This design comes from an exercise in tuning for small area and a short achievable clock period on the open sky130 flow, not from production work. Function was checked by simulation only, so behaviour that the tests miss may differ from the original. Power is estimated from default activity; no workload was simulated.

==> exp/garnet: inputs <==
Design FFT_R2SDF, start of the top module:
module FFT_R2SDF (
   iClk,
   iRst_n,
   iData_valid,
   iData,
   oData_valid,
   oData_Re,
   oData_Im);
input         iClk;
input         iRst_n;
input         iData_valid;
input  [20:0] iData;
output        oData_valid;
output [37:0] oData_Re;
output [37:0] oData_Im;
reg        rValid;
reg [20:0] rData;
always @(posedge iClk or negedge iRst_n)
   if (!iRst_n) rValid <= 1'b0;
   else rValid <= iData_valid;
always @(posedge iClk)
   rData <= iData;
wire        v1, v2, v3, v4, v5, v6;
wire [31:0] d1r, d1i;
wire [32:0] d2r, d2i;
wire [33:0] d3r, d3i;
wire [34:0] d4r, d4i;
wire [35:0] d5r, d5i;
wire [36:0] d6r, d6i;
first_stage stage_1 (.iClk(iClk), .iRst_n(iRst_n), .iData_valid(rValid), .iData(rData),
   .oData_valid(v1), .oData_Re(d1r), .oData_Im(d1i));
cordic_stage #(.N(33), .B(5)) stage_2 (.iClk(iClk), .iRst_n(iRst_n), .iData_valid(v1),
   .iData_Re(d1r), .iData_Im(d1i), .oData_valid(v2), .oData_Re(d2r), .oData_Im(d2i));
  ...
==> flow/config.mk <==
export PLATFORM = sky130hd
export DESIGN_NAME = FFT_R2SDF
export DESIGN_NICKNAME = FFT_R2SDF
export VERILOG_FILES = /design/flow/design.v
export SDC_FILE = /design/flow/constraint.sdc
export NUM_CORES = 4
export LEC_CHECK = 0
export CAP_MARGIN = 20
export CORE_MARGIN = 2
export CORE_UTILIZATION = 40
export SETUP_SLACK_MARGIN = 3
export SLEW_MARGIN = 20
==> flow/constraint.sdc <==
create_clock -name core_clock -period 30.0 [get_ports {iClk}]
set_input_delay 6.0000 -clock core_clock [delete_from_list [all_inputs] [get_ports {iClk}]]
set_output_delay 6.0000 -clock core_clock [all_outputs]
set_load 0.01 [all_outputs]
standard.sh (not shown) runs the stock make flow with config.mk's settings and CLKGATE_MAP_FILE= SYNTH_SCRIPT=/design/flow/synth_recipe.tcl, a recipe that flattens the netlist after the stock synthesis.
==> flow/flow/run.sh <==
#!/bin/bash
# The standard layout, with faster port buffers and timing repair aimed at an 8 ns
# period (the clock and constraints are unchanged). The make output goes to standard.log;
# ORFS keeps each tool's own log under orfs/logs.
set -euo pipefail
cd "$(dirname "$0")/.."
bash standard.sh finish \
  "BUFFER_PORTS_ARGS=-buffer_cell sky130_fd_sc_hd__buf_2" \
  SETUP_SLACK_MARGIN=22 \
  > standard.log 2>&1
==> exp/quartz (differences from exp/garnet) <==
==> flow/flow/run.sh (replaced) <==
#!/bin/bash
# The standard layout, with faster port buffers and timing repair aimed at a 7.6 ns
# period (the clock and constraints are unchanged). The make output goes to standard.log;
# ORFS keeps each tool's own log under orfs/logs.
set -euo pipefail
cd "$(dirname "$0")/.."
bash standard.sh finish \
  "BUFFER_PORTS_ARGS=-buffer_cell sky130_fd_sc_hd__buf_2" \
  SETUP_SLACK_MARGIN=22.4 \
  > standard.log 2>&1
Settings changed: CTS_CLUSTER_DIAMETER from default to 100, CTS_CLUSTER_SIZE from default to 20.
==> comparison <==
In exp/garnet the power is higher than in exp/quartz, by 5.8%. Flip-flop and latch count is the same in exp/garnet and exp/quartz. Between exp/quartz and exp/garnet, the lower final area is in exp/quartz (gap about 2.2%, measured against exp/garnet). Between exp/garnet and exp/quartz, the lower worst hold slack is in exp/garnet (gap 2.3 ps).
==> figures <==
Final cell area excluding filler cells: exp/quartz 496100 sq um; exp/garnet 507500 sq um
Worst rel slew slack: exp/quartz 10.70%; exp/garnet 13.75%
Internal Pwr Total: exp/quartz 29.31 mW; exp/garnet 31.87 mW
Detailed-routing wirelength on met1: exp/quartz 629000 microns; exp/garnet 629100 microns
Register Area: exp/quartz 200300 sq um; exp/garnet 200300 sq um
Status: exp/quartz finished clean; exp/garnet finished clean
Wire length on met3: exp/quartz 64820 microns; exp/garnet 68150 microns
Number of standard cells in the layout, taps in and fillers out: exp/quartz 57550; exp/garnet 58220
Met3 demand-to-capacity share in global routing: exp/quartz 2.459%; exp/garnet 2.691%
Unrepaired setup endpoints after global routing: exp/quartz yes; exp/garnet no

========
==> run a: inputs <==
FFT_R2SDF, a different RTL version from the one above (not shown whole).
==> module plain_stage, before the edit <==
module plain_stage (
   iClk,
   iRst_n,
   iData_valid,
   iData_Re,
   iData_Im,
   oData_valid,
   oData_Re,
   oData_Im);
parameter N = 37;
parameter B = 1;
parameter SYNCV = 0;     
localparam L = 1 << B;
input          iClk;
input          iRst_n;
input          iData_valid;
input  [N-2:0] iData_Re;
input  [N-2:0] iData_Im;
output         oData_valid;
output [N-1:0] oData_Re;
output [N-1:0] oData_Im;
reg            oData_valid;
reg    [N-1:0] oData_Re;
reg    [N-1:0] oData_Im;
reg  [7:0] Counter;
wire [7:0] Counter_next = Counter + 8'd1;
wire       Wrap = Counter_next[7] & Counter_next[B];
wire       En = Counter[7] | iData_valid;
wire       Data_valid = Counter[7] | iData_valid & (|Counter[6:B]);
always @(posedge iClk or negedge iRst_n)
   if (!iRst_n) Counter <= 8'd0;
   else if (En) Counter <= Wrap ? 8'd0 : Counter_next;
reg  [2*N-1:0] mem [0:L-1];
wire [N-1:0] bRe = mem[L-1][2*N-1:N];
wire [N-1:0] bIm = mem[L-1][N-1:0];
wire [N-1:0] inRe = {iData_Re[N-2], iData_Re};
wire [N-1:0] inIm = {iData_Im[N-2], iData_Im};
wire [N-1:0] PosRe = bRe + inRe;
wire [N-1:0] PosIm = bIm + inIm;
wire [N-1:0] NegRe = bRe - inRe;
wire [N-1:0] NegIm = bIm - inIm;
wire [N-1:0] lRe = Counter[B] ? NegRe : inRe;
wire [N-1:0] lIm = Counter[B] ? NegIm : inIm;
integer k;
always @(posedge iClk)
   if (En) begin
      mem[0] <= {lRe, lIm};
      for (k = 1; k < L; k = k + 1) mem[k] <= mem[k-1];
   end
wire [N-1:0] ProdRe, ProdIm;
generate if (B == 1) begin : mj
   assign ProdRe = Counter[0] ? bIm : bRe;
   assign ProdIm = Counter[0] ? -bRe : bIm;
end else begin : nt
   assign ProdRe = bRe;
   assign ProdIm = bIm;
end endgenerate
generate if (SYNCV) begin : sv
   always @(posedge iClk) oData_valid <= Data_valid & iRst_n;
end else begin : av
   always @(posedge iClk or negedge iRst_n)
      if (!iRst_n) oData_valid <= 1'b0;
      else oData_valid <= Data_valid;
end endgenerate
always @(posedge iClk) begin
   oData_Re <= Counter[B] ? PosRe : ProdRe;
   oData_Im <= Counter[B] ? PosIm : ProdIm;
end
endmodule
==> module FFT_R2SDF, before the edit <==
module FFT_R2SDF (
   iClk,
   iRst_n,
   iData_valid,
   iData,
   oData_valid,
   oData_Re,
   oData_Im);
input         iClk;
input         iRst_n;
input         iData_valid;
input  [20:0] iData;
output        oData_valid;
output [37:0] oData_Re;
output [37:0] oData_Im;
reg        rValid;
reg [20:0] rData;
always @(posedge iClk or negedge iRst_n)
   if (!iRst_n) rValid <= 1'b0;
   else rValid <= iData_valid;
always @(posedge iClk)
   rData <= iData;
wire        v1, v2, v3, v4, v5, v6;
wire [31:0] d1r, d1i;
wire [32:0] d2r, d2i;
wire [33:0] d3r, d3i;
wire [34:0] d4r, d4i;
wire [35:0] d5r, d5i;
wire [36:0] d6r, d6i;
first_stage stage_1 (.iClk(iClk), .iRst_n(iRst_n), .iData_valid(rValid), .iData(rData),
   .oData_valid(v1), .oData_Re(d1r), .oData_Im(d1i));
cordic_stage #(.N(33), .B(5)) stage_2 (.iClk(iClk), .iRst_n(iRst_n), .iData_valid(v1),
   .iData_Re(d1r), .iData_Im(d1i), .oData_valid(v2), .oData_Re(d2r), .oData_Im(d2i));
cordic_stage #(.N(34), .B(4)) stage_3 (.iClk(iClk), .iRst_n(iRst_n), .iData_valid(v2),
   .iData_Re(d2r), .iData_Im(d2i), .oData_valid(v3), .oData_Re(d3r), .oData_Im(d3i));
cordic_stage #(.N(35), .B(3)) stage_4 (.iClk(iClk), .iRst_n(iRst_n), .iData_valid(v3),
   .iData_Re(d3r), .iData_Im(d3i), .oData_valid(v4), .oData_Re(d4r), .oData_Im(d4i));
cordic_stage #(.N(36), .B(2)) stage_5 (.iClk(iClk), .iRst_n(iRst_n), .iData_valid(v4),
   .iData_Re(d4r), .iData_Im(d4i), .oData_valid(v5), .oData_Re(d5r), .oData_Im(d5i));
plain_stage #(.N(37), .B(1)) stage_6 (.iClk(iClk), .iRst_n(iRst_n), .iData_valid(v5),
   .iData_Re(d5r), .iData_Im(d5i), .oData_valid(v6), .oData_Re(d6r), .oData_Im(d6i));
plain_stage #(.N(38), .B(0), .SYNCV(1)) stage_7 (.iClk(iClk), .iRst_n(iRst_n), .iData_valid(v6),
   .iData_Re(d6r), .iData_Im(d6i), .oData_valid(oData_valid), .oData_Re(oData_Re), .oData_Im(oData_Im));
endmodule
Settings: LEC_CHECK=0, CAP_MARGIN=20, CORE_MARGIN=2, CORE_UTILIZATION=40, SETUP_SLACK_MARGIN=3, SLEW_MARGIN=20; clock period 30.0 ns.
==> flow/flow/run.sh <==
#!/bin/bash
# The standard layout with three changes to how it is made (the clock, constraints and
# the design are unchanged): faster port buffers (buf_2), timing repair aimed at an 8 ns
# period, and a clock tree with larger sink clusters and no dummy loads. The make output
# goes to standard.log; ORFS keeps each tool's own log under orfs/logs.
set -euo pipefail
cd "$(dirname "$0")/.."
bash standard.sh finish \
  "BUFFER_PORTS_ARGS=-buffer_cell sky130_fd_sc_hd__buf_2" \
  SETUP_SLACK_MARGIN=22 \
  "CTS_ARGS=-sink_clustering_enable -repair_clock_nets -sink_clustering_size 20 -sink_clustering_max_diameter 100 -dont_use_dummy_load" \
  > standard.log 2>&1
==> inputs of run b, as changes to run a <==
--- a/flow/design.v
+++ b/flow/design.v
@@ -123,3 +123,2 @@
 parameter B = 1;
-parameter SYNCV = 0;     
 localparam L = 1 << B;
@@ -169,9 +168,5 @@
 end endgenerate
-generate if (SYNCV) begin : sv
-   always @(posedge iClk) oData_valid <= Data_valid & iRst_n;
-end else begin : av
-   always @(posedge iClk or negedge iRst_n)
-      if (!iRst_n) oData_valid <= 1'b0;
-      else oData_valid <= Data_valid;
-end endgenerate
+always @(posedge iClk or negedge iRst_n)
+   if (!iRst_n) oData_valid <= 1'b0;
+   else oData_valid <= Data_valid;
 always @(posedge iClk) begin
@@ -529,3 +524,3 @@
    .iData_Re(d5r), .iData_Im(d5i), .oData_valid(v6), .oData_Re(d6r), .oData_Im(d6i));
-plain_stage #(.N(38), .B(0), .SYNCV(1)) stage_7 (.iClk(iClk), .iRst_n(iRst_n), .iData_valid(v6),
+plain_stage #(.N(38), .B(0)) stage_7 (.iClk(iClk), .iRst_n(iRst_n), .iData_valid(v6),
    .iData_Re(d6r), .iData_Im(d6i), .oData_valid(oData_valid), .oData_Re(oData_Re), .oData_Im(oData_Im));
==> flow/flow/run.sh (replaced) <==
#!/bin/bash
# The standard layout, with faster port buffers and timing repair aimed at a 7.6 ns
# period (the clock and constraints are unchanged). The make output goes to standard.log;
# ORFS keeps each tool's own log under orfs/logs.
set -euo pipefail
cd "$(dirname "$0")/.."
bash standard.sh finish \
  "BUFFER_PORTS_ARGS=-buffer_cell sky130_fd_sc_hd__buf_2" \
  SETUP_SLACK_MARGIN=22.4 \
  > standard.log 2>&1
==> inputs of run c, as changes to run a <==
--- a/flow/design.v
+++ b/flow/design.v
@@ -123,3 +123,2 @@
 parameter B = 1;
-parameter SYNCV = 0;     
 localparam L = 1 << B;
@@ -169,9 +168,5 @@
 end endgenerate
-generate if (SYNCV) begin : sv
-   always @(posedge iClk) oData_valid <= Data_valid & iRst_n;
-end else begin : av
-   always @(posedge iClk or negedge iRst_n)
-      if (!iRst_n) oData_valid <= 1'b0;
-      else oData_valid <= Data_valid;
-end endgenerate
+always @(posedge iClk or negedge iRst_n)
+   if (!iRst_n) oData_valid <= 1'b0;
+   else oData_valid <= Data_valid;
 always @(posedge iClk) begin
@@ -529,3 +524,3 @@
    .iData_Re(d5r), .iData_Im(d5i), .oData_valid(v6), .oData_Re(d6r), .oData_Im(d6i));
-plain_stage #(.N(38), .B(0), .SYNCV(1)) stage_7 (.iClk(iClk), .iRst_n(iRst_n), .iData_valid(v6),
+plain_stage #(.N(38), .B(0)) stage_7 (.iClk(iClk), .iRst_n(iRst_n), .iData_valid(v6),
    .iData_Re(d6r), .iData_Im(d6i), .oData_valid(oData_valid), .oData_Re(oData_Re), .oData_Im(oData_Im));
==> metrics.md <==
| Metric | Value |
|---|---|
| Outcome | `complete, no violations` |
| LEAKAGE | `209.7 nW` |
| Core area | `between 1000000 and 1500000 µm²` |
| Vias in the first global route | `304400` |
| Cell Area, Placed | `481800 µm²` |
| Die Height | `about 1.1 mm` |
| Combinational power | `between 15 and 20 mW` |
| Worst Path Arrival | `1.73 ns` |
| Comb_multi_in | `between 30000 and 40000` |
| Non-CTS inverters | `3328` |
| Register-to-Register Path Depth | `20` |
| R2r endpoint | `stage_4.rIm[31]$_DFF_P_` |
| # fillers | `108700` |
| Worst-Skew Late Latency | `1.21 ns` |
| Fin crit share | `25.75%` |
| Cells after Synth | `between 40000 and 50000` |
The numbers above come from run a.

==> metrics.md <==
| Metric | Value |
|---|---|
| Outcome | `complete, no violations` |
| Core area | `around 1200000 µm²` |
| Cells after Synth | `between 40000 and 50000` |
| Non-CTS inverters | `3295` |
| Critical Path RT | `around 24 ns` |
| Layout Cells excl Fill | `57260` |
| Die Height | `1.080 mm` |
| Register-to-Register Path Depth | `20` |
| CTS Root Cell | `clkbuf_16` |
| Syn Area/Cell | `roughly 11 µm²` |
| Seq/total area | `40.64%` |
| Fin crit share | `25.50%` |
| Comb_multi_in | `30830` |
| R2r endpoint | `stage_3.rIm[33]$_DFF_P_` |
| Vias in the first global route | `304000` |
| LEAKAGE | `about 210 nW` |
| M1 WL | `626.5 mm` |
| Min-delay src | `stage_5.after.dd1[1]$_DFF_P_` |
| Cts hold-fix bufs | `0` |
The numbers above come from run c.

==> metrics.md <==
| Metric | Value |
|---|---|
| Comb_multi_in | `between 30000 and 40000` |
| Cells after Synth | `42130` |
| Non-CTS inverters | `3295` |
| Fin crit share | `25.56%` |
| Vias in the first global route | `308300` |
| Outcome | `complete, no violations` |
| Die Height | `1.080 mm` |
| Core area | `1156000 µm²` |
| Multi-input combinational area share | `between 40% and 50%` |
| R2r endpoint | `stage_4.rIm[34]$_DFF_P_` |
| # fillers | `around 110k` |
| Combinational power | `33.7 mW` |
| Cell Area, Placed | `480900 µm²` |
| Worst-Skew Late Latency | `1.18 ns` |
| Clock power frac | `roughly 17%` |
| LEAKAGE | `215.2 nW` |
The numbers above come from run b.

-- static timing again, ports no longer ideal --
How much do the figures lean on ideal ports? The routed layouts below were timed once more, with nothing changed but the port constraints.
Step 1 (the two cells are an assumption about what drives the block):
set clk [get_ports {iClk}]
set_driving_cell -lib_cell sky130_fd_sc_hd__clkbuf_16 $clk
set_driving_cell -lib_cell sky130_fd_sc_hd__buf_2 [delete_from_list [all_inputs] $clk]
Step 2 also shifts input and output timing later by t, the mid clock arrival at the registers, as if the neighbouring blocks saw the same clock.
Three values: ideal, step 1, step 2; two values: the first two.
run	shift t [ns]	setup WS [ns]	hold WS [ns]	latest minus earliest clock arrival (ns)
exp/garnet	1.278	22.335 / 22.187 / 21.933	0.327 / 0.327 / 0.327	0.119 / 0.118
exp/quartz	1.289	22.344 / 22.194 / 21.865	0.329 / 0.329 / 0.329	0.137 / 0.138
run a	1.255	22.275 / 22.118 / 22.100	0.331 / 0.331 / 0.331	0.228 / 0.228
run b	1.282	22.333 / 22.182 / 21.912	0.327 / 0.327 / 0.327	0.121 / 0.121
run c	1.245	22.350 / 22.199 / 21.893	0.330 / 0.330 / 0.330	0.135 / 0.135
After both steps setup and hold are still met in every run listed. For exp/quartz, which loses most, drivers alone change the setup slack by -0.150 ns; drivers and shift together by -0.479 ns. The worst setup slack also covers recovery checks on asynchronous resets.
